This design comes from an exercise in tuning for small area on the open sky130 flow, not from production work.
In this exercise RTL edits were held to simulation tests only and were not proved equivalent to the original.
Power and IR drop assume default switching activity.

## flow/run.sh

```bash
#!/bin/bash
# synth_recipe.tcl (not shown) runs the flow's synth.tcl, then flattens the netlist and writes it again
# the make line also repeats each setting of config.mk as NAME=value (left out here)
make -C /OpenROAD-flow-scripts/flow DESIGN_CONFIG=/design/flow/config.mk WORK_HOME=/design/flow/orfs CLKGATE_MAP_FILE= SYNTH_SCRIPT=/design/flow/synth_recipe.tcl finish
```

## flow/design.v

```verilog
module MIPS(
    input [15:0] data_in,
    input clk,
    input interrupt,
    input reset,
    output reg [15:0] data_out,
    output [15:0] pm_addr,
    input [31:0] pm_rdata,
    output reg dm_en,
    output reg dm_we,
    output [15:0] dm_addr,
    output reg [15:0] dm_wdata,
    input [15:0] dm_rdata
    );
genvar g, k;
reg [31:0] ins_prv;      
reg stall_pm;
reg [15:0] hold_address;
reg rq;                  
reg ldD0, jumpD0, jumpD1;
reg F1;
reg [15:0] creg;         
wire [31:0] ins = reset ? (stall_pm ? ins_prv : pm_rdata) : 32'b0;
wire [5:0] op = ins[31:26];
wire op_ld   = (op == 6'b010100);
wire op_hlt  = (op == 6'b010001);
wire op_ret  = (op == 6'b010000);
wire op_jmp  = (op == 6'b011000);
wire op_cj   = (op[5:2] == 4'b0111);
wire ld   = op_ld & ~ldD0;
wire jump = op_cj & ~jumpD1;
wire stall = op_hlt | ld | jump;
wire [1:0] flag_ex;
wire take_cj = op_cj & (op[1] ? (flag_ex[1] ^ op[0]) : (flag_ex[0] ^ op[0]));
wire pc_mux_sel = take_cj | op_jmp | op_ret | F1;
wire [15:0] inc = hold_address + 16'd1;
wire [15:0] creg_eff = F1 ? inc : creg;
wire seq = ~(stall | ~rq);
wire p_creg = reset & pc_mux_sel & op_ret & ~F1;
wire p_inc  = reset & (pc_mux_sel ? (op_ret & F1) : seq);
wire p_hold = reset & ~pc_mux_sel & ~seq;
wire p_ins  = reset & pc_mux_sel & ~op_ret & ~F1;
wire [15:0] jfield = {1'b0, ins[14:0]};
wire [15:0] current_address;
generate for (k = 0; k < 16; k = k + 1) begin : pcm
    wire n0;
    cell_aoi222 u0(.a1(creg[k]), .a2(p_creg), .b1(inc[k]), .b2(p_inc), .c1(hold_address[k]), .c2(p_hold), .y(n0));
    assign current_address[k] = ~(n0 & ~(jfield[k] & p_ins));
end endgenerate
assign pm_addr = current_address;
wire jcnor = ~(op_jmp | op_cj | ldD0);
reg jc_q;
always @(posedge clk) begin
    ins_prv <= ins;
    stall_pm <= stall;
    hold_address <= current_address;
    rq <= reset;
    ldD0 <= ld;
    jumpD0 <= jump;
    jumpD1 <= reset & jumpD0;
    F1 <= reset & interrupt;
    creg <= reset ? creg_eff : 16'b0;
    jc_q <= jcnor;
end
wire [5:0] op_dec = ins_prv[31:26];
wire [15:0] imm = ins_prv[15:0];
wire imm_sel = (op_dec[5:3] == 3'b001);
wire st_dff = (op_dec == 6'b010101);
wire lower_dff = op_dec[0];
wire loweror = ldD0 | st_dff;
wire [4:0] r1 = jc_q ? ins_prv[20:16] : 5'b0;
wire [4:0] r2 = jc_q ? ins_prv[25:21] : 5'b0;
wire [4:0] r6 = jc_q ? ins_prv[15:11] : 5'b0;
reg [4:0] r3, r4, r5;
reg ldff_2, mem_mux_sel_dm;
always @(posedge clk) begin
    r3 <= reset ? r2 : 5'b0;
    r4 <= reset ? r3 : 5'b0;
    r5 <= reset ? r4 : 5'b0;
    dm_we <= reset & lower_dff;
    ldff_2 <= reset & loweror & ~lower_dff;
    mem_mux_sel_dm <= reset & ldff_2;
    dm_en <= reset & loweror;
end
reg [15:0] RegBank [0:31];
reg [15:0] AR, BR;
reg [15:0] ans_ex, Ex_out, ans_wb;
wire [15:0] ans_dm = mem_mux_sel_dm ? dm_rdata : Ex_out;
generate for (g = 0; g < 32; g = g + 1) begin : wr
    wire we = (r4 == g);
    wire [15:0] dn;
    for (k = 0; k < 16; k = k + 1) begin : b
        cell_a22o u(.a1(ans_dm[k]), .a2(we), .b1(RegBank[g][k]), .b2(~we), .y(dn[k]));
    end
    always @(posedge clk) RegBank[g] <= dn;
end endgenerate
wire [31:0] sa = 32'b1 << ins[20:16];
wire [31:0] sb = 32'b1 << ins[15:11];
wire [15:0] rda, rdb;
generate for (k = 0; k < 16; k = k + 1) begin : rd
    wire [31:0] col;
    for (g = 0; g < 32; g = g + 1) begin : c
        assign col[g] = RegBank[g][k];
    end
    rd32 ua(.d(col), .s(sa), .y(rda[k]));
    rd32 ub(.d(col), .s(sb), .y(rdb[k]));
end endgenerate
always @(posedge clk) begin
    AR <= rda;
    BR <= rdb;
end
wire c1 = (r1 == r3), c2 = (r1 == r4), c3 = (r1 == r5);
wire c4 = (r6 == r3), c5 = (r6 == r4), c6 = (r6 == r5);
wire mm = mem_mux_sel_dm;
wire sA_ex = c1;
wire sA_dr = ~c1 & c2 & mm;
wire sA_eo = ~c1 & c2 & ~mm;
wire sA_wb = ~c1 & ~c2 & c3;
wire sA_ar = ~c1 & ~c2 & ~c3;
wire sB_im = imm_sel;
wire sB_ex = ~imm_sel & c4;
wire sB_dr = ~imm_sel & ~c4 & c5 & mm;
wire sB_eo = ~imm_sel & ~c4 & c5 & ~mm;
wire sB_wb = ~imm_sel & ~c4 & ~c5 & c6;
wire sB_br = ~imm_sel & ~c4 & ~c5 & ~c6;
wire [15:0] A, B;
generate for (k = 0; k < 16; k = k + 1) begin : fw
    wire na0, nb0, nb1;
    cell_aoi222 ua0(.a1(ans_ex[k]), .a2(sA_ex), .b1(dm_rdata[k]), .b2(sA_dr), .c1(Ex_out[k]), .c2(sA_eo), .y(na0));
    assign A[k] = ~(na0 & ~(ans_wb[k] & sA_wb) & ~(AR[k] & sA_ar));
    cell_aoi222 ub0(.a1(ans_ex[k]), .a2(sB_ex), .b1(dm_rdata[k]), .b2(sB_dr), .c1(Ex_out[k]), .c2(sB_eo), .y(nb0));
    cell_aoi222 ub1(.a1(ans_wb[k]), .a2(sB_wb), .b1(BR[k]), .b2(sB_br), .c1(imm[k]), .c2(sB_im), .y(nb1));
    assign B[k] = ~(nb0 & nb1);
end endgenerate
reg [1:0] flag_prv;
wire alu_grp = (op_dec[5:4] == 2'b00);
wire sub = (op_dec[2:0] == 3'b001);
wire [15:0] Bx = B ^ {16{sub}};
wire [16:0] cy;
wire [15:0] sum;
assign cy[0] = sub;
generate for (k = 0; k < 16; k = k + 1) begin : add
    cell_fa u(.a(A[k]), .b(Bx[k]), .ci(cy[k]), .s(sum[k]), .co(cy[k+1]));
end endgenerate
wire addc = cy[16] ^ sub;
wire sh_left = ~op_dec[1] & op_dec[0];
wire fill = op_dec[1] & op_dec[0] & A[15];
wire [15:0] sx0 = A;
wire [15:0] sx1, sx2, sx3, sx4;       
shstage #(.S(1), .INV(0)) st0(.x(sx0), .amt(B[0]), .left(sh_left), .fill(fill), .y(sx1));
shstage #(.S(2), .INV(1)) st1(.x(sx1), .amt(B[1]), .left(sh_left), .fill(fill), .y(sx2));
shstage #(.S(4), .INV(0)) st2(.x(sx2), .amt(B[2]), .left(sh_left), .fill(fill), .y(sx3));
shstage #(.S(8), .INV(1)) st3(.x(sx3), .amt(B[3]), .left(sh_left), .fill(fill), .y(sx4));
wire big = |B[15:4];
reg [3:0] kt;
always @* begin
    case (op_dec[2:0])
        3'b010: kt = 4'b1010;
        3'b100: kt = 4'b1000;
        3'b101: kt = 4'b1110;
        3'b110: kt = 4'b0110;
        3'b111: kt = 4'b0101;
        default: kt = 4'b0000;
    endcase
end
wire r_add  = alu_grp & ~op_dec[2] & ~op_dec[1];
wire r_lu   = alu_grp & (op_dec[2] | (op_dec[1] & ~op_dec[0]));
wire grp01  = (op_dec[5:4] == 2'b01);
wire r_hold = grp01 & ((op_dec[3:0] == 4'b0000) | (op_dec[3:0] == 4'b0001) | (op_dec[3:0] == 4'b0111) |
                       (op_dec[3:0] == 4'b1000) | (op_dec[3:2] == 2'b11));
wire r_a    = grp01 & (op_dec[3:1] == 3'b010);
wire r_in   = grp01 & (op_dec[3:0] == 4'b0110);
wire r_sh   = grp01 & (op_dec[3:2] == 2'b10) & (op_dec[1:0] != 2'b00);
wire r_shv  = r_sh & ~big;
wire r_fill = r_sh & big & fill;
wire [15:0] ans_tmp;
generate for (k = 0; k < 16; k = k + 1) begin : res
    wire lu = B[k] ? (A[k] ? kt[3] : kt[1]) : (A[k] ? kt[2] : kt[0]);
    wire n0, n1, n2;
    cell_aoi222 u0(.a1(sum[k]), .a2(r_add), .b1(lu), .b2(r_lu), .c1(ans_ex[k]), .c2(r_hold), .y(n0));
    cell_aoi222 u1(.a1(A[k]), .a2(r_a), .b1(data_in[k]), .b2(r_in), .c1(sx4[k]), .c2(r_shv), .y(n1));
    assign ans_tmp[k] = ~(n0 & n1 & ~r_fill);
end endgenerate
wire c_tmp = (r_add & addc) | (grp01 & (op_dec[3:2] == 2'b11) & flag_prv[0]);
assign flag_ex[0] = c_tmp;
assign flag_ex[1] = (op_dec[5] | (op_dec[4:2] == 3'b111)) ? flag_prv[1] :
                    (op_dec[4] & (op_dec[3:0] != 4'b0111)) ? 1'b0 :
                    (ans_ex == 16'b0);
always @(posedge clk) begin
    ans_ex <= reset ? ans_tmp : 16'b0;
    data_out <= (reset && op_dec == 6'b010111) ? A : 16'b0;
    dm_wdata <= B;
    flag_prv <= reset ? flag_ex : 2'b0;
    Ex_out <= ans_ex;
    ans_wb <= ans_dm;
end
assign dm_addr = ans_ex;
endmodule
module shstage #(parameter S = 1, parameter INV = 0) (
    input [15:0] x, input amt, input left, input fill, output [15:0] y);
    wire sk = ~amt;
    wire sl = amt & left;
    wire sr = amt & ~left;
    wire fd = INV ? ~fill : fill;               
    genvar i;
    generate for (i = 0; i < 16; i = i + 1) begin : b
        if (i - S >= 0 && i + S <= 15) begin : full
            cell_aoi222 u(.a1(x[i]), .a2(sk), .b1(x[i-S]), .b2(sl), .c1(x[i+S]), .c2(sr), .y(y[i]));
        end else if (i - S < 0) begin : le
            if (INV) begin : iv
                cell_aoi222 u(.a1(x[i]), .a2(sk), .b1(x[i+S]), .b2(sr), .c1(amt), .c2(left), .y(y[i]));
            end else begin : tr
                cell_aoi22 u(.a1(x[i]), .a2(sk), .b1(x[i+S]), .b2(sr), .y(y[i]));
            end
        end else begin : re
            cell_aoi222 u(.a1(x[i]), .a2(sk), .b1(x[i-S]), .b2(sl), .c1(fd), .c2(sr), .y(y[i]));
        end
    end endgenerate
endmodule
module cell_aoi222(input a1, a2, b1, b2, c1, c2, output y);
    assign y = ~((a1 & a2) | (b1 & b2) | (c1 & c2));
endmodule
module cell_aoi221(input a1, a2, b1, b2, c1, output y);
    assign y = ~((a1 & a2) | (b1 & b2) | c1);
endmodule
module cell_aoi22(input a1, a2, b1, b2, output y);
    assign y = ~((a1 & a2) | (b1 & b2));
endmodule
module cell_fa(input a, b, ci, output s, co);
    assign s = a ^ b ^ ci;
    assign co = (a & b) | (ci & (a ^ b));
endmodule
module rd32(input [31:0] d, input [31:0] s, output y);
    wire [9:0] n;
    genvar g;
    generate for (g = 0; g < 10; g = g + 1) begin : a
        cell_aoi222 u(.a1(d[3*g]), .a2(s[3*g]), .b1(d[3*g+1]), .b2(s[3*g+1]), .c1(d[3*g+2]), .c2(s[3*g+2]), .y(n[g]));
    end endgenerate
    wire m30, m31, p0, p1, p2;
    cell_nand2 u30(.a(d[30]), .b(s[30]), .y(m30));
    cell_nand2 u31(.a(d[31]), .b(s[31]), .y(m31));
    cell_nand4 q0(.a(n[0]), .b(n[1]), .c(n[2]), .d(n[3]), .y(p0));
    cell_nand4 q1(.a(n[4]), .b(n[5]), .c(n[6]), .d(n[7]), .y(p1));
    cell_nand4 q2(.a(n[8]), .b(n[9]), .c(m30), .d(m31), .y(p2));
    cell_or3 q3(.a(p0), .b(p1), .c(p2), .y(y));
endmodule
module cell_nand2(input a, b, output y);
    assign y = ~(a & b);
endmodule
module cell_nand4(input a, b, c, d, output y);
    assign y = ~(a & b & c & d);
endmodule
module cell_or3(input a, b, c, output y);
    assign y = a | b | c;
endmodule
module cell_a22o(input a1, a2, b1, b2, output y);
    assign y = (a1 & a2) | (b1 & b2);
endmodule
```

## flow/config.mk

```make
export PLATFORM = sky130hd
export DESIGN_NAME = MIPS
export DESIGN_NICKNAME = MIPS
export VERILOG_FILES = /design/flow/design.v
export SDC_FILE = /design/flow/constraint.sdc
export NUM_CORES = 4
export LEC_CHECK = 0
export CAP_MARGIN = 20
export CORE_MARGIN = 2
export CORE_UTILIZATION = 40
export PLACE_DENSITY = 0.6
export SLEW_MARGIN = 20
export SYNTH_HIERARCHICAL = 1
export SYNTH_MINIMUM_KEEP_SIZE = 0
```

## flow/constraint.sdc

```tcl
create_clock -name core_clock -period 12.0 [get_ports {clk}]
set_input_delay 2.4000 -clock core_clock [delete_from_list [all_inputs] [get_ports {clk}]]
set_output_delay 2.4000 -clock core_clock [all_outputs]
set_load 0.01 [all_outputs]
```

==> results of run 1 <==
==> Yosys stat by module (local to each module, per instance), a selection <==
module / flip-flops and latches / cell area (um^2) / times used / cells
cell_or3: 0 / 6.26 / 32 / 1
MIPS: 716 / 19800 / 1 / 1672
cell_nand2: 0 / 3.75 / 64 / 1
cell_aoi22: 0 / 12.5 / 5 / 1
cell_nand4: 0 / 6.26 / 96 / 1
cell_a22o: 0 / 8.76 / 512 / 1
cell_fa: 0 / 20.0 / 16 / 1
cell_aoi222: 0 / 10.0 / 475 / 1
==> layer usage <==
metal,vias to the layer above,share of wire
met3,316,0.12
li1,13091,-
met1,15444,0.39
met4,0,0.047
met2,2391,0.45
met5,-,0
==> Yosys cell counts, types with 3 or more instances <==
library cell,number
nor3_1,12
buf_1,6
a22o_1,515
and2b_2,4
a22oi_2,5
nand2b_1,12
o21ai_1,7
and2_2,4
nor2_1,173
clkbuf_1,48
o31a_1,32
nand3b_1,3
a222oi_1,476
nand4_1,101
xnor2_1,16
dfxtp_1,716
buf_2,13
nor2b_1,26
a211oi_1,3
nand4b_1,19
xor2_1,28
o21ai_0,40
nor4_1,10
a211o_1,3
mux2_2,29
and2_1,20
nor3b_1,5
o31ai_4,6
or3_1,33
inv_1,65
nand2_1,262
o31ai_1,6
o221ai_1,16
a21oi_1,8
mux2i_1,46
fa_1,16
nand3_1,50
and3_1,11
==> timing repair <==
item                                    in CTS  in global routing
buffers inserted                            10                  2
gates cloned                                 1                  0
endpoints found under the setup margin      16                 16
gates resized for setup                     72                  3
pin swaps                                   15                  8
==> power by group through the flow <==
stage	registers [mW]	clock network [mW]	logic (mW)
2_1_floorplan	2.55	0	0.332
3_3_place_gp	2.57	0	0.589
3_5_place_dp	2.57	0	0.596
4_1_cts	2.52	2.56	0.600
5_1_grt	2.53	2.66	0.647
6_report	2.52	2.55	0.623
==> layout make-up <==
cell class                      count  area, um^2  area share
Inverter                           65         244     0.00652
Clock buffer                      110        2250      0.0602
Clock inverter                     33         459      0.0123
Multi-Input combinational cell   2036       15900       0.425
Antenna cell                        3        7.51    0.000201
Sequential cell                   716       14300       0.383
Timing Repair Buffer              363        3010      0.0804
Tap cell                          978        1220      0.0327
==> cells by family (layout without fill, tap and decap cells) <==
kind of cell | after synthesis | after routing | synth area share
AOI/OAI and AO/OA | 1145 | 1145 | 0.345
muxes | 75 | 75 | 0.0257
DFF | 716 | 716 | 0.469
and+or+nand+nor | 755 | 755 | 0.120
other | 0 | 3 | 0
xor gates and xnor gates | 44 | 44 | 0.0126
adders and majority gates | 17 | 17 | 0.0109
buffers and inverters | 134 | 571 | 0.0175
==> worst min path at each step <==
| stage | startpoint | to | slack (ps) | cells past startpoint |
|---|---|---|---|---|
| CTS | jumpD1 | jumpD0 | 440 | 1 |
| global route | ans_ex[2] | Ex_out[2] | 460 | 0 |
| floorplan | jumpD1 | jumpD0 | 400 | 1 |
| detailed placement | jumpD0 | jumpD1 | 430 | 1 |
| finish | jumpD1 | jumpD0 | 440 | 1 |
| global placement | ldff_2 | mem_mux_sel_dm | 420 | 1 |
==> cell usage in the layout (no fill, tap or decap), drive strengths merged, types with 8 or more instances in the layout <==
cell type      count
mux2              29
nand2b            12
nor2             173
clkinv            16
nand4b            19
o221ai            16
and3              11
a21oi              8
a22o             515
nand3             50
o31a              32
o21ai             47
or3               33
xnor2             16
nand4            101
mux2i             46
buf              248
clkdlybuf4s50    113
inv               69
nor2b             26
and2              24
fa                16
xor2              28
a222oi           476
nor3              13
nand2            262
dfxtp            716
nor4              10
o31ai             12
clkbuf           111
==> results.cfg, run 1 <==
[sta]
worst_slack_ps = -1230
period_share = 1.10
worst_slew_pin_slew_ps = 1130
timing.hold.ws_ps = 443
slew_headroom = 0.248
drv_slew = 0
fmaxAchievable_mhz = 75.6
tns_ps = -18540
setup_viol = 16
rsz0062_at_grt = yes
finalHoldViolCount = 0
finClkSkew_ps = 45.0
period_needed_ps = 13230

[yosys]
ys_warn_count = 9
synth_area_leaders = dfxtp_1 (47%), a222oi_1 (16%), a22o_1 (15%)
avgSynthCellArea_um2 = 10.6
synth_edf_count = 0
netlist.area_leader.share = 0.469
synth_ff_type = dfxtp_1
postSynthCellCount = 2886
synth_seq_cells = 716
async_flop_share = 0
ys_types = 72
synth_nets = 2970
syn_area_um2 = 30600
synth-seq-area-share = 0.469
yosys.area.top_type = dfxtp_1

[final_layout]
finalNonFillerCells = 4304
largest_reg_flops = 512
fill_cells = 6900
top_regs = RegBank (512), ins_prv (32)
post-route-util = 0.494
area_growth_syn_to_layout_pct = 22.5
final_nets = 3345
drive_above_1_share = 0.144
final_cell_area_um2 = 37400
top_register = RegBank

[floorplan]
die-area_um2 = 78600
start_util = 0.403
io_pins = 133
row_count = 101
fp.dieW_um = 280
die_y_um = 280
core_area_um2 = 75800

[pwr]
irDropWorstVdd_v = 0.000107
sw_frac_of_total = 0.269
p_int_mw = 4.16
seqPwrFrac = 0.443
power.static_leakage_nw = 14.2
p_clk_frac = 0.447
p_comb_frac = 0.109
finalPower_mw = 5.69
powerDensity_nw_per_um2 = 152
switching_power_mw = 1.53

[route]
vias = 31242
vias_per_cell = 7.26
ant_nets = 0
firstDrtPassIters = 17
wl_per_cell_um = 31.7
drt_iter0_drc = 6742
wirelength_mm = 136
remaining_drc_errors = 0

[setup_path]
critPathRequiredTime_ps = 9600
ff2ff_path_depth = 37
crit_slowest_cell = fa_2
crit_family = adder cells
worstPathArrival_ps = 10830
critPathKind = in2out
cp.depth = 29
reg2reg_to = hold_address[6]
start_kind = primary input
cp_num_buf_inv = 3
crit_start = dm_rdata[0]
r2r-start = ins_prv[11]
critPathMaxFanout = 6
worstSetupEndpoint = pm_addr[9]
r2r_slack_ps = 1910
cp_common_cell = fa_2
cpPeakStageDelay_ps = 440
endpoint_kind = primary output

[placed_design]
preCtsSetupSlack_ps = -2260
postPlaceCellArea_um2 = 34700
place_congestion = 1.01
dp_hpwl_mm = 90.6
port_buffers = 132
dp_cells = 4144

[global_route]
grt_use_total = 0.331
top_usage_layer = met2
met2_usage = 0.520
use_met3 = 0.0721
grt_max_degree = 50
grt_pass1_wl_mm = 197
gr-total-overflow = 0
antenna_found_initial = 5
met1_usage = 0.441
grt_pass1_vias = 28800

[clock_network]
cts_num_sinks = 716
cts_hold_buffers = 0
clk_pin_slew_worst_paths_ps = 60
clock_latency_ps = 670
h-tree-depth = 3
cts_buffer_depth = 3
cts_tree = yes
cts_root_buffer = clkbuf_16
cts_buffers = 79

[status]
check.faults = setup timing
status = finished with violations

[run]
drv_cap = 0

[min_path]
worst_hold_path_type = reg2reg
==> inputs of run 2 (changes only) <==
--- a/flow/design.v
+++ b/flow/design.v
@@ -20,7 +20,12 @@
 reg ldD0, jumpD0, jumpD1;
 reg F1;
 reg [15:0] creg;         
-wire [31:0] ins = reset ? (stall_pm ? ins_prv : pm_rdata) : 32'b0;
+wire s_pm = reset & ~stall_pm;
+wire s_prv = reset & stall_pm;
+wire [31:0] ins;
+generate for (k = 0; k < 32; k = k + 1) begin : im
+    cell_a22o u(.a1(pm_rdata[k]), .a2(s_pm), .b1(ins_prv[k]), .b2(s_prv), .y(ins[k]));
+end endgenerate
 wire [5:0] op = ins[31:26];
 wire op_ld   = (op == 6'b010100);
 wire op_hlt  = (op == 6'b010001);
@@ -48,6 +53,12 @@
     assign current_address[k] = ~(n0 & ~(jfield[k] & p_ins));
 end endgenerate
 assign pm_addr = current_address;
+wire s_ci = reset & F1;
+wire s_cc = reset & ~F1;
+wire [15:0] creg_d;
+generate for (k = 0; k < 16; k = k + 1) begin : cm
+    cell_a22o u(.a1(inc[k]), .a2(s_ci), .b1(creg[k]), .b2(s_cc), .y(creg_d[k]));
+end endgenerate
 wire jcnor = ~(op_jmp | op_cj | ldD0);
 reg jc_q;
 always @(posedge clk) begin
@@ -59,7 +70,7 @@
     jumpD0 <= jump;
     jumpD1 <= reset & jumpD0;
     F1 <= reset & interrupt;
-    creg <= reset ? creg_eff : 16'b0;
+    creg <= creg_d;
     jc_q <= jcnor;
 end
 wire [5:0] op_dec = ins_prv[31:26];
@@ -85,7 +96,11 @@
 reg [15:0] RegBank [0:31];
 reg [15:0] AR, BR;
 reg [15:0] ans_ex, Ex_out, ans_wb;
-wire [15:0] ans_dm = mem_mux_sel_dm ? dm_rdata : Ex_out;
+wire [15:0] ans_dm;
+wire mm_n = ~mem_mux_sel_dm;
+generate for (k = 0; k < 16; k = k + 1) begin : dmx
+    cell_a22o u(.a1(dm_rdata[k]), .a2(mem_mux_sel_dm), .b1(Ex_out[k]), .b2(mm_n), .y(ans_dm[k]));
+end endgenerate
 generate for (g = 0; g < 32; g = g + 1) begin : wr
     wire we = (r4 == g);
     wire [15:0] dn;
@@ -109,8 +124,14 @@
     AR <= rda;
     BR <= rdb;
 end
-wire c1 = (r1 == r3), c2 = (r1 == r4), c3 = (r1 == r5);
-wire c4 = (r6 == r3), c5 = (r6 == r4), c6 = (r6 == r5);
+wire n1, n2, n3, n4, n5, n6;     
+cmp5 q1(.a(r1), .b(r3), .ne(n1));
+cmp5 q2(.a(r1), .b(r4), .ne(n2));
+cmp5 q3(.a(r1), .b(r5), .ne(n3));
+cmp5 q4(.a(r6), .b(r3), .ne(n4));
+cmp5 q5(.a(r6), .b(r4), .ne(n5));
+cmp5 q6(.a(r6), .b(r5), .ne(n6));
+wire c1 = ~n1, c2 = ~n2, c3 = ~n3, c4 = ~n4, c5 = ~n5, c6 = ~n6;
 wire mm = mem_mux_sel_dm;
 wire sA_ex = c1;
 wire sA_dr = ~c1 & c2 & mm;
@@ -142,7 +163,9 @@
 generate for (k = 0; k < 16; k = k + 1) begin : add
     cell_fa u(.a(A[k]), .b(Bx[k]), .ci(cy[k]), .s(sum[k]), .co(cy[k+1]));
 end endgenerate
-wire addc = cy[16] ^ sub;
+wire cout;
+cout16 ucl(.a(A), .b(Bx), .ci(sub), .co(cout));
+wire addc = cout ^ sub;
 wire sh_left = ~op_dec[1] & op_dec[0];
 wire fill = op_dec[1] & op_dec[0] & A[15];
 wire [15:0] sx0 = A;
@@ -163,9 +186,9 @@
         default: kt = 4'b0000;
     endcase
 end
-wire r_add  = alu_grp & ~op_dec[2] & ~op_dec[1];
-wire r_lu   = alu_grp & (op_dec[2] | (op_dec[1] & ~op_dec[0]));
-wire grp01  = (op_dec[5:4] == 2'b01);
+wire r_add  = reset & alu_grp & ~op_dec[2] & ~op_dec[1];
+wire r_lu   = reset & alu_grp & (op_dec[2] | (op_dec[1] & ~op_dec[0]));
+wire grp01  = reset & (op_dec[5:4] == 2'b01);
 wire r_hold = grp01 & ((op_dec[3:0] == 4'b0000) | (op_dec[3:0] == 4'b0001) | (op_dec[3:0] == 4'b0111) |
                        (op_dec[3:0] == 4'b1000) | (op_dec[3:2] == 2'b11));
 wire r_a    = grp01 & (op_dec[3:1] == 3'b010);
@@ -175,7 +198,8 @@
 wire r_fill = r_sh & big & fill;
 wire [15:0] ans_tmp;
 generate for (k = 0; k < 16; k = k + 1) begin : res
-    wire lu = B[k] ? (A[k] ? kt[3] : kt[1]) : (A[k] ? kt[2] : kt[0]);
+    wire lu;
+    cell_mux4 ul(.d0(kt[0]), .d1(kt[2]), .d2(kt[1]), .d3(kt[3]), .s0(A[k]), .s1(B[k]), .y(lu));
     wire n0, n1, n2;
     cell_aoi222 u0(.a1(sum[k]), .a2(r_add), .b1(lu), .b2(r_lu), .c1(ans_ex[k]), .c2(r_hold), .y(n0));
     cell_aoi222 u1(.a1(A[k]), .a2(r_a), .b1(data_in[k]), .b2(r_in), .c1(sx4[k]), .c2(r_shv), .y(n1));
@@ -187,7 +211,7 @@
                     (op_dec[4] & (op_dec[3:0] != 4'b0111)) ? 1'b0 :
                     (ans_ex == 16'b0);
 always @(posedge clk) begin
-    ans_ex <= reset ? ans_tmp : 16'b0;
+    ans_ex <= ans_tmp;
     data_out <= (reset && op_dec == 6'b010111) ? A : 16'b0;
     dm_wdata <= B;
     flag_prv <= reset ? flag_ex : 2'b0;
@@ -256,3 +280,43 @@
 module cell_a22o(input a1, a2, b1, b2, output y);
     assign y = (a1 & a2) | (b1 & b2);
 endmodule
+module cell_xor2(input a, b, output y);
+    assign y = a ^ b;
+endmodule
+module cell_nand3(input a, b, c, output y);
+    assign y = ~(a & b & c);
+endmodule
+module cell_xnor2(input a, b, output y);
+    assign y = ~(a ^ b);
+endmodule
+module cell_nor2(input a, b, output y);
+    assign y = ~(a | b);
+endmodule
+module cell_mux4(input d0, d1, d2, d3, s0, s1, output y);
+    assign y = s1 ? (s0 ? d3 : d2) : (s0 ? d1 : d0);
+endmodule
+module cmp5(input [4:0] a, input [4:0] b, output ne);
+    wire [4:0] x;
+    wire e0, e1;
+    genvar i;
+    generate for (i = 0; i < 4; i = i + 1) begin : b_
+        cell_xor2 u(.a(a[i]), .b(b[i]), .y(x[i]));
+    end endgenerate
+    wire e2;
+    cell_nor2 u5(.a(x[0]), .b(x[1]), .y(e0));
+    cell_nor2 u6(.a(x[2]), .b(x[3]), .y(e1));
+    cell_xnor2 u7(.a(a[4]), .b(b[4]), .y(e2));
+    cell_nand3 u8(.a(e0), .b(e1), .c(e2), .y(ne));
+endmodule
+module cout16(input [15:0] a, input [15:0] b, input ci, output co);
+    wire [15:0] g = a & b;
+    wire [15:0] t = a | b;
+    wire [3:0] G, T;
+    genvar j;
+    generate for (j = 0; j < 4; j = j + 1) begin : grp
+        assign G[j] = g[4*j+3] | (t[4*j+3] & g[4*j+2]) | (t[4*j+3] & t[4*j+2] & g[4*j+1]) |
+                      (t[4*j+3] & t[4*j+2] & t[4*j+1] & g[4*j]);
+        assign T[j] = &t[4*j+3:4*j];
+    end endgenerate
+    assign co = G[3] | (T[3] & G[2]) | (T[3] & T[2] & G[1]) | (T[3] & T[2] & T[1] & (G[0] | (T[0] & ci)));
+endmodule
==> flow/flow/run.sh (new file) <==
#!/bin/bash
# Standard layout, with the smallest buffer (buf_1) on every input and output port.
set -euo pipefail
export BUFFER_PORTS_ARGS="-buffer_cell sky130_fd_sc_hd__buf_1"
bash standard.sh > standard.log 2>&1
==> flow/standard.sh (new file) <==
#!/bin/bash
# synth_recipe.tcl (not shown) runs the flow's synth.tcl, then flattens the netlist and writes it again
# the make line also repeats each setting of config.mk as NAME=value (left out here)
make -C /OpenROAD-flow-scripts/flow DESIGN_CONFIG=/design/flow/config.mk WORK_HOME=/design/flow/orfs CLKGATE_MAP_FILE= SYNTH_SCRIPT=/design/flow/synth_recipe.tcl "${@:-finish}"
--- a/flow/config.mk
+++ b/flow/config.mk
@@ -5,10 +5,12 @@
 export SDC_FILE = /design/flow/constraint.sdc
 export NUM_CORES = 4
 export LEC_CHECK = 0
-export CAP_MARGIN = 20
+export CAP_MARGIN = 10
 export CORE_MARGIN = 2
 export CORE_UTILIZATION = 40
+export CTS_CLUSTER_DIAMETER = 80
+export CTS_CLUSTER_SIZE = 20
 export PLACE_DENSITY = 0.6
-export SLEW_MARGIN = 20
+export SLEW_MARGIN = 10
 export SYNTH_HIERARCHICAL = 1
 export SYNTH_MINIMUM_KEEP_SIZE = 0
removed: flow/run.sh
==> results.cfg, run 2 <==
[yosys]
ys_types = 59
yosys.area.top_type = dfxtp_1
avgSynthCellArea_um2 = 11.3
netlist.area_leader.share = 0.492
syn_area_um2 = 29100
synth_ff_type = dfxtp_1
synth_area_leaders = dfxtp_1 (49%), a22o_1 (17%), a222oi_1 (16%)
synth_seq_cells = 716
postSynthCellCount = 2581
ys_warn_count = 9
synth_most_common_cell = dfxtp_1
synth_nets = 2665
synth-seq-area-share = 0.492
synth_edf_count = 0
synth_common_cells = dfxtp_1 (716), a22o_1 (576), a222oi_1 (475), nand2_1 (153), nor2_1 (114)
async_flop_share = 0

[final_layout]
multi_input_area_um2 = 14500
drive_above_1_share = 0.0821
top_regs = RegBank (512), ins_prv (32)
finalNonFillerCells = 3802
top_register = RegBank
seq_area_um2 = 14300
final_cell_area_um2 = 32900
final_cell_mix = dfxtp_1 (716), a22o_1 (560), a222oi_1 (475)
area_growth_syn_to_layout_pct = 12.7
final_nets = 2919
largest_reg_flops = 512
final_common_cell = dfxtp_1
post-route-util = 0.457
fill_cells = 6737

[route]
ant_nets = 0
remaining_drc_errors = 0
wirelength_mm = 125
vias_per_cell = 7.52
firstDrtPassIters = 17
drt_iter0_drc = 6846
wl_per_cell_um = 33.0
vias = 28583

[setup_path]
worstPathArrival_ps = 10270
critPathRequiredTime_ps = 12480
critPathMaxFanout = 18
crit_slowest_cell = dfxtp_1
start_kind = flip-flop
critPathKind = reg2reg
cp_common_cell = fa_1
cpPeakStageDelay_ps = 580
endpoint_kind = flip-flop

[sta]
tns_ps = 0
period_needed_ps = 9800
period_share = 0.816
worst_slack_ps = 2200
worst_slew_pin_slew_ps = 1390
fmaxAchievable_mhz = 102
rsz0062_at_grt = no
finalHoldViolCount = 0
drv_slew = 0
timing.hold.ws_ps = 422
slew_headroom = 0.0686
finClkSkew_ps = 25.9
setup_viol = 0

[min_path]
worst_hold_path_type = reg2reg

[pwr]
irDropWorstVdd_v = 0.000131
power.static_leakage_nw = 12.2
finalPower_mw = 4.71
powerDensity_nw_per_um2 = 143

[global_route]
grt_pass1_wl_mm = 180
grt_use_total = 0.318
antenna_found_initial = 5
gr-total-overflow = 0
grt_pass1_vias = 26359
grt_max_degree = 34

[clock_network]
h-tree-depth = 2
cts.repair.resized = 0
clock_latency_ps = 630
cts_buffer_depth = 3
cts_buffers = 44
cts_num_sinks = 716
clk_pin_slew_worst_paths_ps = 80
post_cts_buffers = 0
cts_tree = yes
cts_hold_buffers = 0
cts_root_buffer = clkbuf_16

[placed_design]
postPlaceCellArea_um2 = 31500
dp_cells = 3737
place_congestion = 0.985
port_buffers = 132
preCtsSetupSlack_ps = 1820
dp_hpwl_mm = 83.1

[floorplan]
die_y_um = 274
row_count = 98
fp.dieW_um = 274
core_area_um2 = 71900
io_pins = 133
start_util = 0.406
die-area_um2 = 75000

[run]
drv_cap = 0

[status]
status = finished clean
run 2: worst max-delay path, delay by kind of cell (launching register included):
family | cells | cell delay (ps)
AOI/OAI and AO/OA | 2 | 680
xor gates and xnor gates | 1 | 90
adders and majority gates | 16 | 6460
buffers and inverters | 2 | 720
DFF | 1 | 580
and+or+nand+nor | 6 | 1100
run 2: Yosys stat by module, one instance, submodules excluded, excerpt:
module / area [um^2] / cells / times used / flip-flops and latches
MIPS: 16900 / 1201 / 1 / 716
cell_mux4: 22.5 / 1 / 16 / 0
cell_aoi22: 12.5 / 1 / 5 / 0
cell_xor2: 8.76 / 1 / 24 / 0
cell_xnor2: 8.76 / 1 / 6 / 0
cell_nand4: 6.26 / 1 / 96 / 0
cell_nor2: 3.75 / 1 / 12 / 0
cell_nand2: 3.75 / 1 / 64 / 0
run 2: logic make-up (layout without fill, tap and decap cells):
logic type / after synthesis / in the layout / share of synthesized area
compound gates: 1120 / 1120 / 0.355
mux: 18 / 18 / 0.0131
flops: 716 / 716 / 0.492
simple gates: 562 / 562 / 0.0977
fa+ha+maj: 20 / 20 / 0.0125
buf+inv: 83 / 352 / 0.0110
other cells: 0 / 2 / 0
xor+xnor: 62 / 62 / 0.0186
run 2: worst paths after layout:
kind                end  slack [ps]  startpoint  cells after the start
max          ans_ex[15]        2200        jc_q                     27
min              jumpD0         420      jumpD1                      1
max reg2reg  ans_ex[15]        2200        jc_q                     27
min reg2reg      jumpD0         420      jumpD1                      1
run 2: cell type report:
| cell class | instances | area share |
|---|---|---|
| Clock buffer | 50 | 0.0355 |
| Timing Repair Buffer | 227 | 0.0369 |
| Multi-Input combinational cell | 1782 | 0.443 |
| Tap cell | 950 | 0.0362 |
| Clock inverter | 11 | 0.00510 |
| Sequential cell | 716 | 0.436 |
| Inverter | 64 | 0.00731 |
| Antenna cell | 2 | 0.000152 |
run 2: where the power goes:
part	switching (mW)	leakage, nW	total [mW]	internal [mW]
Sequential	0.0799	5.79	2.54	2.46
Combinational	0.382	5.79	0.553	0.171
Clock	0.856	0.655	1.62	0.764
Total	1.32	12.2	4.71	3.39
run 2: layer usage:
| layer | part of all wire | global-route usage | routed length [um] | vias to the layer above |
|---|---|---|---|---|
| met5 | 0.000080 | 0 | 10 | - |
| met3 | 0.12 | 0.0626 | 15500 | 292 |
| met4 | 0.047 | 0.124 | 5900 | 2 |
| met1 | 0.39 | 0.440 | 49200 | 14084 |
| li1 | - | - | - | 11811 |
| met2 | 0.44 | 0.485 | 54700 | 2394 |
==> inputs of run 3 (changes only) <==
==> flow/run.sh (new file) <==
#!/bin/bash
# synth_recipe.tcl (not shown) runs the flow's synth.tcl, then flattens the netlist and writes it again
# the make line also repeats each setting of config.mk as NAME=value (left out here)
make -C /OpenROAD-flow-scripts/flow DESIGN_CONFIG=/design/flow/config.mk WORK_HOME=/design/flow/orfs CLKGATE_MAP_FILE= SYNTH_SCRIPT=/design/flow/synth_recipe.tcl finish
removed: flow/flow/run.sh
removed: flow/standard.sh
==> results.cfg, run 3 <==
[sta]
period_share = 0.855
fmaxAchievable_mhz = 97.5
finClkSkew_ps = 30.5
finalHoldViolCount = 0
period_needed_ps = 10260
rsz0062_at_grt = no
drv_slew = 0
worst_slack_ps = 1740
setup_viol = 0
slew_headroom = 0.0717
tns_ps = 0
worst_slew_pin_slew_ps = 1390

[final_layout]
final_cell_mix = dfxtp_1 (716), a22o_1 (562), a222oi_1 (475)
drive_above_1_share = 0.0809
final_common_cell = dfxtp_1
top_register = RegBank
final_nets = 2924
area_growth_syn_to_layout_pct = 15.5
top_regs = RegBank (512), ins_prv (32)
largest_reg_flops = 512

[setup_path]
critPathKind = in2out
start_kind = primary input
critPathRequiredTime_ps = 9600
endpoint_kind = primary output
critPathMaxFanout = 16
worstPathArrival_ps = 7860

[yosys]
ys_types = 59
avgSynthCellArea_um2 = 11.3
postSynthCellCount = 2581
synth_most_common_cell = dfxtp_1
synth_common_cells = dfxtp_1 (716), a22o_1 (576), a222oi_1 (475), nand2_1 (153), nor2_1 (114)
async_flop_share = 0
synth_ff_type = dfxtp_1
synth_edf_count = 0
syn_area_um2 = 29100
synth-seq-area-share = 0.492
netlist.area_leader.share = 0.492
ys_warn_count = 9
synth_seq_cells = 716
synth_area_leaders = dfxtp_1 (49%), a22o_1 (17%), a222oi_1 (16%)
yosys.area.top_type = dfxtp_1
synth_nets = 2665

[clock_network]
h-tree-depth = 2
post_cts_buffers = 0
cts_root_buffer = clkbuf_16
cts_tree = yes
cts_buffers = 44
clk_pin_slew_worst_paths_ps = 80
clock_latency_ps = 630
cts_num_sinks = 716
cts.repair.resized = 0
cts_hold_buffers = 0
cts_buffer_depth = 3

[floorplan]
io_pins = 133
start_util = 0.406
row_count = 98
die_y_um = 274
fp.dieW_um = 274
die-area_um2 = 75000
core_area_um2 = 71900

[pwr]
power.static_leakage_nw = 12.6
powerDensity_nw_per_um2 = 140
irDropWorstVdd_v = 0.000129

[route]
remaining_drc_errors = 0
vias_per_cell = 7.45
drt_iter0_drc = 6400
firstDrtPassIters = 17
ant_nets = 0
wirelength_mm = 125
vias = 28367
wl_per_cell_um = 32.9

[global_route]
gr-total-overflow = 0
grt_pass1_wl_mm = 181
grt_max_degree = 34
grt_pass1_vias = 26239
grt_use_total = 0.320
antenna_found_initial = 2

[placed_design]
dp_hpwl_mm = 83.5
place_congestion = 0.986
preCtsSetupSlack_ps = 1430
port_buffers = 132

[status]
status = finished clean

[run]
drv_cap = 0

[min_path]
worst_hold_path_type = reg2reg
-- run 3: through the flow --
step / hold WS (ps) / area [um^2] / power [mW] / util / std cells
final: 439 / 33700 / 4.71 / 0.469 / 3809
after CTS: 446 / 33600 / 4.71 / 0.468 / 3804
after detailed placement: 412 / 32300 / 3.15 / 0.450 / 3742
after global placement: 414 / 32300 / 3.14 / 0.450 / 3742
after global routing: 457 / 33700 / 4.85 / 0.469 / 3806
after floorplan: 384 / 29100 / 2.88 / - / 2581
-- run 3: layout make-up --
cell class	instances	area, um^2
inverter	64	240
clock inverter	12	174
antenna	3	7.51
clock buffer	50	1130
sequential	716	14300
timing repair buffer	232	2070
tap	950	1190
multi-input combinational	1782	14500
fill	6544	38200
-- run 3: kinds of logic after synthesis --
family | count (synthesis) | synth area share
AOI/OAI and AO/OA | 1120 | 0.355
DFF | 716 | 0.492
and+or+nand+nor | 562 | 0.0977
buffers and inverters | 83 | 0.0110
xor gates and xnor gates | 62 | 0.0186
adders and majority gates | 20 | 0.0125
muxes | 18 | 0.0131
-- run 3: final timing paths --
path | startpoint | endpoint | slack (ps) | cells after the start
worst max-delay path | dm_rdata[3] | pm_addr[14] | 1740 | 18
worst min-delay path | jumpD1 | jumpD0 | 440 | 1
worst min register to register | jumpD1 | jumpD0 | 440 | 1
worst max register to register | jc_q | ans_ex[15] | 2190 | 27
-- run 3: routing by layer --
layer | vias to the layer above | global-route usage | part of all wire
met5 | - | 0 | 0.000088
met4 | 2 | 0.131 | 0.047
met3 | 300 | 0.0641 | 0.12
met2 | 2203 | 0.489 | 0.44
met1 | 14033 | 0.440 | 0.40
li1 | 11829 | - | -
-- run 3: per-module statistics from Yosys, one instance, submodules excluded, a selection --
| module | times used | cells |
|---|---|---|
| MIPS | 1 | 1201 |
| cout16 | 1 | 38 |
| cell_mux4 | 16 | 1 |
| cell_fa | 16 | 1 |
| cell_aoi22 | 5 | 1 |
| cell_aoi222 | 475 | 1 |
| cell_a22o | 576 | 1 |
| cell_xnor2 | 6 | 1 |
| cell_xor2 | 24 | 1 |
| cell_nand4 | 96 | 1 |
| cell_or3 | 32 | 1 |
| cell_nand3 | 6 | 1 |
| cell_nand2 | 64 | 1 |
| cell_nor2 | 12 | 1 |
-- run 3: critical path, cell delays in order --
cell and delay, ps:
clkdlybuf4s50_1 460, a222oi_1 250, nand2_1 430, xor2_1 440, o22ai_1 140, nor2_1 200, a21oi_1 90, o2111ai_1 260
a211o_1 320, xnor2_1 140, o32ai_4 290, o21ai_2 80, nor3b_2 170, or2_4 240, nor3b_2 900, a222oi_1 210
o21ai_0 200, clkdlybuf4s50_1 600
-- run 3: power by group --
group	switching [mW]	leakage [nW]	internal, mW
clock	0.860	0.641	0.731
sequential	0.0797	5.79	2.46
combinational	0.384	6.15	0.199
total	1.32	12.6	3.39
==> inputs of run 4 (changes only) <==
--- a/flow/design.v
+++ b/flow/design.v
@@ -94,7 +94,7 @@
     dm_en <= reset & loweror;
 end
 reg [15:0] RegBank [0:31];
-reg [15:0] AR, BR;
+reg [15:0] AR;
 reg [15:0] ans_ex, Ex_out, ans_wb;
 wire [15:0] ans_dm;
 wire mm_n = ~mem_mux_sel_dm;
@@ -110,7 +110,7 @@
     always @(posedge clk) RegBank[g] <= dn;
 end endgenerate
 wire [31:0] sa = 32'b1 << ins[20:16];
-wire [31:0] sb = 32'b1 << ins[15:11];
+wire [31:0] sb = 32'b1 << ins_prv[15:11];
 wire [15:0] rda, rdb;
 generate for (k = 0; k < 16; k = k + 1) begin : rd
     wire [31:0] col;
@@ -122,16 +122,14 @@
 end endgenerate
 always @(posedge clk) begin
     AR <= rda;
-    BR <= rdb;
 end
-wire n1, n2, n3, n4, n5, n6;     
+wire n1, n2, n3, n4, n5;     
 cmp5 q1(.a(r1), .b(r3), .ne(n1));
 cmp5 q2(.a(r1), .b(r4), .ne(n2));
 cmp5 q3(.a(r1), .b(r5), .ne(n3));
 cmp5 q4(.a(r6), .b(r3), .ne(n4));
 cmp5 q5(.a(r6), .b(r4), .ne(n5));
-cmp5 q6(.a(r6), .b(r5), .ne(n6));
-wire c1 = ~n1, c2 = ~n2, c3 = ~n3, c4 = ~n4, c5 = ~n5, c6 = ~n6;
+wire c1 = ~n1, c2 = ~n2, c3 = ~n3, c4 = ~n4, c5 = ~n5;
 wire mm = mem_mux_sel_dm;
 wire sA_ex = c1;
 wire sA_dr = ~c1 & c2 & mm;
@@ -142,16 +140,14 @@
 wire sB_ex = ~imm_sel & c4;
 wire sB_dr = ~imm_sel & ~c4 & c5 & mm;
 wire sB_eo = ~imm_sel & ~c4 & c5 & ~mm;
-wire sB_wb = ~imm_sel & ~c4 & ~c5 & c6;
-wire sB_br = ~imm_sel & ~c4 & ~c5 & ~c6;
+wire sB_br = ~imm_sel & ~c4 & ~c5;
 wire [15:0] A, B;
 generate for (k = 0; k < 16; k = k + 1) begin : fw
-    wire na0, nb0, nb1;
+    wire na0, nb0;
     cell_aoi222 ua0(.a1(ans_ex[k]), .a2(sA_ex), .b1(dm_rdata[k]), .b2(sA_dr), .c1(Ex_out[k]), .c2(sA_eo), .y(na0));
     assign A[k] = ~(na0 & ~(ans_wb[k] & sA_wb) & ~(AR[k] & sA_ar));
     cell_aoi222 ub0(.a1(ans_ex[k]), .a2(sB_ex), .b1(dm_rdata[k]), .b2(sB_dr), .c1(Ex_out[k]), .c2(sB_eo), .y(nb0));
-    cell_aoi222 ub1(.a1(ans_wb[k]), .a2(sB_wb), .b1(BR[k]), .b2(sB_br), .c1(imm[k]), .c2(sB_im), .y(nb1));
-    assign B[k] = ~(nb0 & nb1);
+    assign B[k] = ~(nb0 & ~(rdb[k] & sB_br) & ~(imm[k] & sB_im));
 end endgenerate
 reg [1:0] flag_prv;
 wire alu_grp = (op_dec[5:4] == 2'b00);
==> flow/flow/run.sh (new file) <==
#!/bin/bash
# Standard layout, with the smallest buffer (buf_1) on every input and output port.
set -euo pipefail
export BUFFER_PORTS_ARGS="-buffer_cell sky130_fd_sc_hd__buf_1"
bash standard.sh > standard.log 2>&1
==> flow/standard.sh (new file) <==
#!/bin/bash
# synth_recipe.tcl (not shown) runs the flow's synth.tcl, then flattens the netlist and writes it again
# the make line also repeats each setting of config.mk as NAME=value (left out here)
make -C /OpenROAD-flow-scripts/flow DESIGN_CONFIG=/design/flow/config.mk WORK_HOME=/design/flow/orfs CLKGATE_MAP_FILE= SYNTH_SCRIPT=/design/flow/synth_recipe.tcl "${@:-finish}"
removed: flow/run.sh
==> results.cfg, run 4 <==
[yosys]
avgSynthCellArea_um2 = 11.1
syn_area_um2 = 28800
synth_ff_type = dfxtp_1
synth_most_common_cell = dfxtp_1
synth_seq_cells = 700
synth_area_leaders = dfxtp_1 (49%), a22o_1 (18%), a222oi_1 (16%)
ys_warn_count = 9
synth-seq-area-share = 0.486
synth_common_cells = dfxtp_1 (700), a22o_1 (576), a222oi_1 (459), nand2_1 (184), nor2_1 (111)
async_flop_share = 0
ys_types = 58
postSynthCellCount = 2590
netlist.area_leader.share = 0.486
yosys.area.top_type = dfxtp_1
synth_nets = 2674
synth_edf_count = 0

[route]
vias_per_cell = 7.37
wirelength_mm = 122
wl_per_cell_um = 32.1
vias = 27957
remaining_drc_errors = 0
firstDrtPassIters = 20
ant_nets = 0
drt_iter0_drc = 6099

[pwr]
sw_frac_of_total = 0.278
switching_power_mw = 1.27
p_clk_frac = 0.346
p_int_mw = 3.30
power.static_leakage_nw = 12.0
irDropWorstVdd_v = 0.000111
seqPwrFrac = 0.540
powerDensity_nw_per_um2 = 141
p_comb_frac = 0.113

[setup_path]
worstPathArrival_ps = 8100
critPathMaxFanout = 17
crit_slowest_cell = dfxtp_1
crit_family = simple AND/OR/NAND/NOR gates
critPathKind = reg2out
start_kind = flip-flop
cp.depth = 24
critPathRequiredTime_ps = 9600
r2r_slack_ps = 1690
ff2ff_path_depth = 27
cpPeakStageDelay_ps = 760
crit_chain = nor2_1, nand2_1, nor2_1, buf_4, a222oi_1, nand4_1, or3_1, nand2_1, nand3_1, xor2_1, o22ai_1, nor2_1, a21oi_1, o2111ai_1, a211o_1, xor2_1, nand3_1, nand2_1, o21ai_0, o31ai_4, and3b_1, a222oi_1, o21ai_0, buf_1
endpoint_kind = primary output
cp_num_buf_inv = 2

[sta]
worst_slew_pin_slew_ps = 1340
fmaxAchievable_mhz = 95.2
drv_slew = 0
slew_headroom = 0.105
finalHoldViolCount = 0
period_share = 0.875
setup_viol = 0
finClkSkew_ps = 26.5
rsz0062_at_grt = no
tns_ps = 0
period_needed_ps = 10500

[clock_network]
post_cts_buffers = 0
cts_buffers = 44
clk_pin_slew_worst_paths_ps = 80
cts_root_buffer = clkbuf_16
cts_num_sinks = 700
cts.repair.resized = 0
cts_buffer_depth = 3
cts_hold_buffers = 0
cts_tree = yes
clock_latency_ps = 620
h-tree-depth = 2

[global_route]
grt_pass1_wl_mm = 175
grt_use_total = 0.311
antenna_found_initial = 3
grt_pass1_vias = 25428
gr-total-overflow = 0
grt_max_degree = 34

[final_layout]
top_regs = RegBank (512), ins_prv (32)
drive_above_1_share = 0.0719
final_cell_mix = dfxtp_1 (700), a22o_1 (569), a222oi_1 (459)
top_register = RegBank
area_growth_syn_to_layout_pct = 12.3
final_common_cell = dfxtp_1
largest_reg_flops = 512
final_nets = 2907
finalNonFillerCells = 3791

[floorplan]
fp.dieW_um = 272
core_area_um2 = 71400
io_pins = 133
start_util = 0.404
die-area_um2 = 74200
row_count = 98
die_y_um = 272

[placed_design]
port_buffers = 132
dp_hpwl_mm = 82.7
dp_cells = 3726
place_congestion = 0.988

[status]
status = finished clean

[min_path]
hold-path-cell-count = 1
worst_hold_path_type = reg2reg

[run]
drv_cap = 0
-- run 4: cell types whose count changed in the layout (fill, tap and decap cells not counted), sizes merged, moves of 13 or more --
| cell | change |
|---|---|
| clkdlybuf4s50 | -132 |
| inv | -14 |
| dfxtp | -16 |
| a21boi | +13 |
| a222oi | -16 |
| nand2 | +31 |
| buf | +119 |
-- run 4: metal layers --
| layer | up-vias | wire, um | global-route usage |
|---|---|---|---|
| li1 | 11751 | - | - |
| met1 | 13768 | 49100 | 0.434 |
| met2 | 2165 | 52300 | 0.466 |
| met3 | 273 | 13900 | 0.0594 |
| met4 | 0 | 6230 | 0.139 |
| met5 | - | 0 | 0 |
-- run 4: power by group through the flow --
stage	Combinational, mW	Clock (mW)	Sequential (mW)
5_1_grt	0.537	1.69	2.47
3_3_place_gp	0.492	0	2.52
6_report	0.517	1.58	2.47
2_1_floorplan	0.299	0	2.49
4_1_cts	0.500	1.60	2.46
3_5_place_dp	0.498	0	2.52
-- run 4: Yosys stat by module (local to each module, per instance), excerpt --
module       times used  flops+latches  cell area [um^2]
cell_aoi222         459              0              10.0
cell_nand3            5              0              5.00
cell_xor2            20              0              8.76
cell_fa              16              0              20.0
cell_nor2            10              0              3.75
cell_a22o           576              0              8.76
cell_nand4           96              0              6.26
cell_nand2           64              0              3.75
cell_aoi22            5              0              12.5
cell_xnor2            5              0              8.76
cell_or3             32              0              6.26
-- run 4: area by class of cell --
class                           count  area (um^2)
Antenna cell                        2         5.00
Fill cell                        6669        39000
Inverter                           48          180
Multi-Input combinational cell   1810        14500
Sequential cell                   700        14000
Clock buffer                       47         1150
Clock inverter                     15          168
Timing Repair Buffer              219         1150
Tap cell                          950         1190
-- run 4: cells by family (layout without fill, tap and decap cells) --
family | count (synthesis) | count (layout) | synth area share
AO/OA/AOI/OAI | 1119 | 1119 | 0.356
XOR/XNOR | 56 | 56 | 0.0170
adder cells (fa/ha/maj) | 20 | 20 | 0.0126
buffers and inverters | 80 | 329 | 0.0110
flip-flops | 700 | 700 | 0.486
multiplexers | 19 | 19 | 0.0135
other | 0 | 2 | 0
AND/OR/NAND/NOR | 596 | 596 | 0.104
-- run 4: path summary, 6_finish.rpt --
kind                    start    endpoint
hold reg to reg        jumpD0      jumpD1
hold / removal         jumpD0      jumpD1
setup / recovery  ins_prv[14]  pm_addr[9]
setup reg to reg  ins_prv[14]  ans_ex[15]
-- run 4: stage by stage --
step	util	cell area (um^2)	setup WS [ps]	hold slack, ps	power, mW
floorplan	-	28800	2250	405	2.79
global placement	0.435	31000	1800	424	3.01
detailed placement	0.435	31000	1750	426	3.01
CTS	0.453	32400	1750	446	4.57
global route	0.454	32400	1270	466	4.70
finish	0.454	32400	1500	453	4.57
==> inputs of run 5 (changes only) <==
--- a/flow/config.mk
+++ b/flow/config.mk
@@ -5,12 +5,13 @@
 export SDC_FILE = /design/flow/constraint.sdc
 export NUM_CORES = 4
 export LEC_CHECK = 0
-export CAP_MARGIN = 10
+export CAP_MARGIN = 20
 export CORE_MARGIN = 2
 export CORE_UTILIZATION = 40
 export CTS_CLUSTER_DIAMETER = 80
 export CTS_CLUSTER_SIZE = 20
+export GPL_TIMING_DRIVEN = 0
 export PLACE_DENSITY = 0.6
-export SLEW_MARGIN = 10
+export SLEW_MARGIN = 20
 export SYNTH_HIERARCHICAL = 1
 export SYNTH_MINIMUM_KEEP_SIZE = 0
==> results.cfg, run 5 <==
[placed_design]
dp_hpwl_mm = 82.3
port_buffers = 132
postPlaceCellArea_um2 = 31200
dp_cells = 3698
place_congestion = 1.01

[final_layout]
area_growth_syn_to_layout_pct = 12.8
drive_above_1_share = 0.0791
top_register = RegBank
finalNonFillerCells = 3757
final_nets = 2879
largest_reg_flops = 512
final_common_cell = dfxtp_1
final_cell_mix = dfxtp_1 (700), a22o_1 (560), a222oi_1 (459)
final_cell_area_um2 = 32500
top_regs = RegBank (512), ins_prv (32)

[yosys]
synth-seq-area-share = 0.486
synth_most_common_cell = dfxtp_1
avgSynthCellArea_um2 = 11.1
ys_types = 58
yosys.area.top_type = dfxtp_1
postSynthCellCount = 2590
async_flop_share = 0
netlist.area_leader.share = 0.486
synth_common_cells = dfxtp_1 (700), a22o_1 (576), a222oi_1 (459), nand2_1 (184), nor2_1 (111)
synth_seq_cells = 700
synth_edf_count = 0
synth_ff_type = dfxtp_1
syn_area_um2 = 28800
ys_warn_count = 9
synth_nets = 2674
synth_area_leaders = dfxtp_1 (49%), a22o_1 (18%), a222oi_1 (16%)

[route]
drt-met1-wl_mm = 47.6
vias_per_cell = 7.50
drt_iter0_drc = 6898
ant_nets = 0
highest_layer = met5
firstDrtPassIters = 17
wirelength_mm = 122
route.met3.wl_mm = 15.4
wl_per_cell_um = 32.5
vias = 28176
dr_wl_met2_mm = 52.1
remaining_drc_errors = 0

[sta]
tns_ps = 0
period_share = 0.952
slew_headroom = 0.172
rsz0062_at_grt = no
setup_viol = 0
finClkSkew_ps = 27.1
finalHoldViolCount = 0
timing.hold.ws_ps = 462
drv_slew = 0
fmaxAchievable_mhz = 87.5
period_needed_ps = 11420
worst_slew_pin_slew_ps = 1240

[clock_network]
cts_buffer_depth = 3
cts_root_buffer = clkbuf_16
cts_num_sinks = 700
cts_buffers = 44
clock_latency_ps = 620
post_cts_buffers = 0
cts_tree = yes
h-tree-depth = 2
cts.repair.resized = 0
clk_pin_slew_worst_paths_ps = 80
cts_hold_buffers = 0

[floorplan]
row_count = 98
die_y_um = 272
die-area_um2 = 74200
fp.dieW_um = 272
core_area_um2 = 71400
io_pins = 133
start_util = 0.404

[run]
drv_cap = 0

[status]
status = finished clean

[global_route]
grt_max_degree = 33
grt_use_total = 0.314
gr-total-overflow = 0
grt_pass1_vias = 26114
antenna_found_initial = 2
grt_pass1_wl_mm = 177

[pwr]
finalPower_mw = 4.56
p_int_mw = 3.30
irDropWorstVdd_v = 0.000103
sw_frac_of_total = 0.278
powerDensity_nw_per_um2 = 140
p_comb_frac = 0.119
switching_power_mw = 1.27
seqPwrFrac = 0.539
power.static_leakage_nw = 11.8
p_clk_frac = 0.343

[setup_path]
worstPathArrival_ps = 11900
cpPeakStageDelay_ps = 770
critPathKind = reg2reg
cp_common_cell = fa_1
critPathRequiredTime_ps = 12480
endpoint_kind = flip-flop
critPathMaxFanout = 16
start_kind = flip-flop
crit_slowest_cell = clkbuf_1

[min_path]
worst_hold_path_type = reg2reg
run 5: cell counts after synthesis:
Identical to the previous run, type by type.
run 5: metrics by stage:
| step | setup slack (ps) | utilization |
|---|---|---|
| 3_3_place_gp | 924 | 0.427 |
| 2_1_floorplan | 2250 | - |
| 3_5_place_dp | 977 | 0.437 |
| 6_report | 578 | 0.455 |
| 4_1_cts | 900 | 0.455 |
| 5_1_grt | 547 | 0.455 |
run 5: layout make-up:
type / count / area, um^2
antenna: 1 / 2.50
buffer: 32 / 136
clock buffer: 46 / 1130
clock inverter: 11 / 151
fill: 6598 / 38900
inverter: 48 / 180
multi-input combinational: 1810 / 14700
sequential: 700 / 14000
tap: 950 / 1190
timing repair buffer: 159 / 977
run 5: worst max-delay path: cells and delay by family (launching register included):
kind,cells,cell delay [ps]
AO/OA/AOI/OAI,2,990
XOR/XNOR,1,280
adder cells (fa/ha/maj),16,6560
buffers and inverters,1,770
flip-flops,1,610
AND/OR/NAND/NOR,7,2050
run 5: power groups by stage:
stage	logic (mW)	registers, mW	clock network (mW)
5_1_grt	0.564	2.47	1.67
6_report	0.541	2.46	1.56
3_3_place_gp	0.482	2.51	0
2_1_floorplan	0.299	2.49	0
3_5_place_dp	0.519	2.51	0
4_1_cts	0.522	2.46	1.58
run 5: worst paths after layout:
| kind | from | end | slack (ps) | cells after the start |
|---|---|---|---|---|
| hold / removal | ldD0 | jc_q | 460 | 1 |
| setup / recovery | ins_prv[11] | ans_ex[15] | 580 | 27 |
| hold reg to reg | ldD0 | jc_q | 460 | 1 |
| setup reg to reg | ins_prv[11] | ans_ex[15] | 580 | 27 |
run 5: cell families after synthesis:
family / count (synthesis) / share of synthesized area
AOI/OAI and AO/OA: 1119 / 0.356
xor gates and xnor gates: 56 / 0.0170
adders and majority gates: 20 / 0.0126
buffers and inverters: 80 / 0.0110
DFF: 700 / 0.486
muxes: 19 / 0.0135
and+or+nand+nor: 596 / 0.104
run 5: per-module statistics from Yosys (local to each module, per instance), a selection:
module | copies in the design | cells
cout16 | 1 | 38
cell_mux4 | 16 | 1
cell_fa | 16 | 1
cell_aoi22 | 5 | 1
cell_aoi222 | 459 | 1
cell_a22o | 576 | 1
cell_nand4 | 96 | 1
cell_or3 | 32 | 1
cell_nand3 | 5 | 1
cell_nor2 | 10 | 1
run 5: routing by layer:
layer | GRT usage | vias to the layer above
li1 | - | 11709
met1 | 0.426 | 13890
met2 | 0.462 | 2247
met3 | 0.0775 | 326
met4 | 0.159 | 4
met5 | 0 | -
==> inputs of run 6 (changes only) <==
--- a/flow/config.mk
+++ b/flow/config.mk
@@ -7,11 +7,11 @@
 export LEC_CHECK = 0
 export CAP_MARGIN = 20
 export CORE_MARGIN = 2
-export CORE_UTILIZATION = 40
+export CORE_UTILIZATION = 55
 export CTS_CLUSTER_DIAMETER = 80
 export CTS_CLUSTER_SIZE = 20
 export GPL_TIMING_DRIVEN = 0
-export PLACE_DENSITY = 0.6
+export PLACE_DENSITY = 0.7
 export SLEW_MARGIN = 20
 export SYNTH_HIERARCHICAL = 1
 export SYNTH_MINIMUM_KEEP_SIZE = 0
==> results.cfg, run 6 <==
[global_route]
grt_pass1_wl_mm = 167
grt_max_degree = 33
antenna_found_initial = 4
grt_pass1_vias = 25260
gr-total-overflow = 0
grt_use_total = 0.410

[sta]
period_share = 0.955
finClkSkew_ps = 18.7
fmaxAchievable_mhz = 87.2
slew_headroom = 0.146
drv_slew = 0
tns_ps = 0
worst_slew_pin_slew_ps = 1280
setup_viol = 0
rsz0062_at_grt = no
finalHoldViolCount = 0
period_needed_ps = 11460
timing.hold.ws_ps = 448

[yosys]
yosys.area.top_type = dfxtp_1
netlist.area_leader.share = 0.486
synth_ff_type = dfxtp_1
synth_seq_cells = 700
ys_types = 58
synth_most_common_cell = dfxtp_1
async_flop_share = 0
synth_nets = 2674
synth_common_cells = dfxtp_1 (700), a22o_1 (576), a222oi_1 (459), nand2_1 (184), nor2_1 (111)
avgSynthCellArea_um2 = 11.1
synth_area_leaders = dfxtp_1 (49%), a22o_1 (18%), a222oi_1 (16%)
postSynthCellCount = 2590
synth-seq-area-share = 0.486
synth_edf_count = 0
ys_warn_count = 9
syn_area_um2 = 28800

[setup_path]
endpoint_kind = flip-flop
critPathMaxFanout = 16
critPathKind = reg2reg
start_kind = flip-flop
worstPathArrival_ps = 11940
critPathRequiredTime_ps = 12470

[route]
remaining_drc_errors = 0
vias = 28413
wirelength_mm = 117
drt_iter0_drc = 7273
vias_per_cell = 8.17
firstDrtPassIters = 17
ant_nets = 0
wl_per_cell_um = 33.6

[final_layout]
fill_cells = 4308
final_nets = 2871
top_register = RegBank
drive_above_1_share = 0.0769
top_regs = RegBank (512), ins_prv (32)
post-route-util = 0.621
area_growth_syn_to_layout_pct = 11.2
final_cell_mix = dfxtp_1 (700), a22o_1 (560), a222oi_1 (459)
largest_reg_flops = 512
final_common_cell = dfxtp_1

[pwr]
p_clk_frac = 0.331
irDropWorstVdd_v = 0.000111
p_int_mw = 3.26
sw_frac_of_total = 0.272
power.static_leakage_nw = 11.8
powerDensity_nw_per_um2 = 140
p_comb_frac = 0.120
finalPower_mw = 4.48
seqPwrFrac = 0.549
switching_power_mw = 1.22

[clock_network]
cts_buffer_depth = 3
h-tree-depth = 2
cts.repair.resized = 0
post_cts_buffers = 0
clock_latency_ps = 600
clk_pin_slew_worst_paths_ps = 80
cts_buffers = 41
cts_root_buffer = clkbuf_16
cts_num_sinks = 700
cts_hold_buffers = 0
cts_tree = yes

[placed_design]
port_buffers = 132
dp_hpwl_mm = 79.1
place_congestion = 1.01

[floorplan]
row_count = 83
core_area_um2 = 51600
start_util = 0.558
die_y_um = 233
fp.dieW_um = 233
die-area_um2 = 54300
io_pins = 133

[status]
status = finished clean

[min_path]
worst_hold_path_type = reg2reg

[run]
drv_cap = 0
run 6: changes by cell type in the layout (fill, tap and decap cells not counted), sizes merged:
cell | previous run | this run
buf | 165 | 160
clkinv | 5 | 1
inv | 51 | 49
diode | 1 | 2
run 6: per-module statistics from Yosys, one instance, submodules excluded, a selection:
module       times used  cell area [um^2]
cell_nand2           64              3.75
cell_nor2            10              3.75
cell_mux4            16              22.5
cell_nand4           96              6.26
cout16                1               231
cell_aoi22            5              12.5
cell_xor2            20              8.76
cell_xnor2            5              8.76
cell_a22o           576              8.76
cell_aoi222         459              10.0
MIPS                  1             16800
cell_nand3            5              5.00
cell_or3             32              6.26
cell_fa              16              20.0
run 6: worst paths after layout:
kind / startpoint / endpoint / slack, ps / cells after the start
min reg2reg: jumpD0 / jumpD1 / 450 / 1
max: ins_prv[12] / ans_ex[15] / 540 / 27
min: jumpD0 / jumpD1 / 450 / 1
max reg2reg: ins_prv[12] / ans_ex[15] / 540 / 27
run 6: layout make-up:
cell class / count / area (um^2) / share of cell area
flip-flops and latches: 700 / 14000 / 0.437
clock inverters: 5 / 81.3 / 0.00254
well taps: 680 / 851 / 0.0265
repair buffers: 154 / 966 / 0.0301
plain buffers: 32 / 138 / 0.00429
inverters: 48 / 180 / 0.00562
diodes: 2 / 5.00 / 0.000156
multi-input cells: 1810 / 14700 / 0.459
clock buffers: 46 / 1100 / 0.0342
run 6: critical path: stages (launching register included):
cell and delay [ps]:
dfxtp_1 560, nand2b_1 160, clkbuf_1 820, nor2_2 400
a222oi_1 680, nand4_1 360, or3_1 560, nand2_1 130
nand3_1 360, xor2_1 300, fa_1 480, fa_1 400
fa_1 420, fa_1 400, fa_1 410, fa_1 390
fa_1 390, fa_1 390, fa_1 410, fa_1 420
fa_1 400, fa_1 400, fa_1 400, fa_1 410
fa_1 400, fa_1 440, a222oi_1 360, nand3_1 110
run 6: metrics by stage:
| stage | worst slack (ps) | cells | cell area (um^2) |
|---|---|---|---|
| after floorplan | 2250 | 2590 | 28800 |
| after global placement | 1040 | 3402 | 30200 |
| after detailed placement | 944 | 3424 | 30800 |
| after CTS | 936 | 3475 | 32000 |
| after global routing | 484 | 3475 | 32100 |
| final | 536 | 3477 | 32100 |
run 6: power by group through the flow:
stage	registers [mW]	logic, mW	clock network (mW)
2_1_floorplan	2.49	0.299	0
4_1_cts	2.46	0.510	1.49
3_5_place_dp	2.51	0.507	0
5_1_grt	2.47	0.555	1.58
3_3_place_gp	2.51	0.468	0
6_report	2.46	0.537	1.48
run 6: metal layers:
metal	global-route usage	share of wire	vias to the layer above
met5	0	0.00024	-
met4	0.174	0.048	6
met3	0.128	0.16	310
met2	0.566	0.41	2520
met1	0.587	0.38	13888
li1	-	-	11689
run 6: cell families after synthesis:
| logic type | count (synthesis) | share of synthesized area |
|---|---|---|
| compound gates | 1119 | 0.356 |
| xor+xnor | 56 | 0.0170 |
| fa+ha+maj | 20 | 0.0126 |
| buf+inv | 80 | 0.0110 |
| flops | 700 | 0.486 |
| mux | 19 | 0.0135 |
| simple gates | 596 | 0.104 |

separate check: timing with driven ports:
In the flow no input, the clock included, has a driving cell. The finished layouts below were timed again as built, in two steps. Step 1: set_driving_cell puts a clkbuf_16 on clk and a buf_2 on each other input, an assumption about the parent block. Step 2, shift: input delay + t, output delay - t, t = (earliest + latest rising clock arrival at the registers) / 2. This alone moves slack from input paths to output paths. Three values: ideal ports, drivers, drivers and shift; two values: the first two.
run	shift t [ns]	setup slack, ns	worst setup path at the end	latest minus earliest clock arrival (ns)	worst register clock-pin slew, ns
run 1	0.714	-1.232 / -1.272 / -1.272	input to output	0.045 / 0.045	0.07 / 0.07
run 2	0.690	2.205 / 2.205 / 1.717	input to register	0.034 / 0.033	0.09 / 0.09
run 3	0.683	1.743 / 1.711 / 1.336	input to register	0.038 / 0.038	0.09 / 0.09
run 4	0.667	1.497 / 1.433 / 1.643	input to register	0.028 / 0.029	0.09 / 0.09
run 5	0.671	0.578 / 0.578 / 0.578	register to register	0.031 / 0.032	0.10 / 0.10
run 6	0.661	0.536 / 0.536 / 0.536	register to register	0.020 / 0.020	0.09 / 0.09
The setup slack of run 2, which loses most, moves by 0.000 ns with the drivers and by -0.488 ns with both steps.
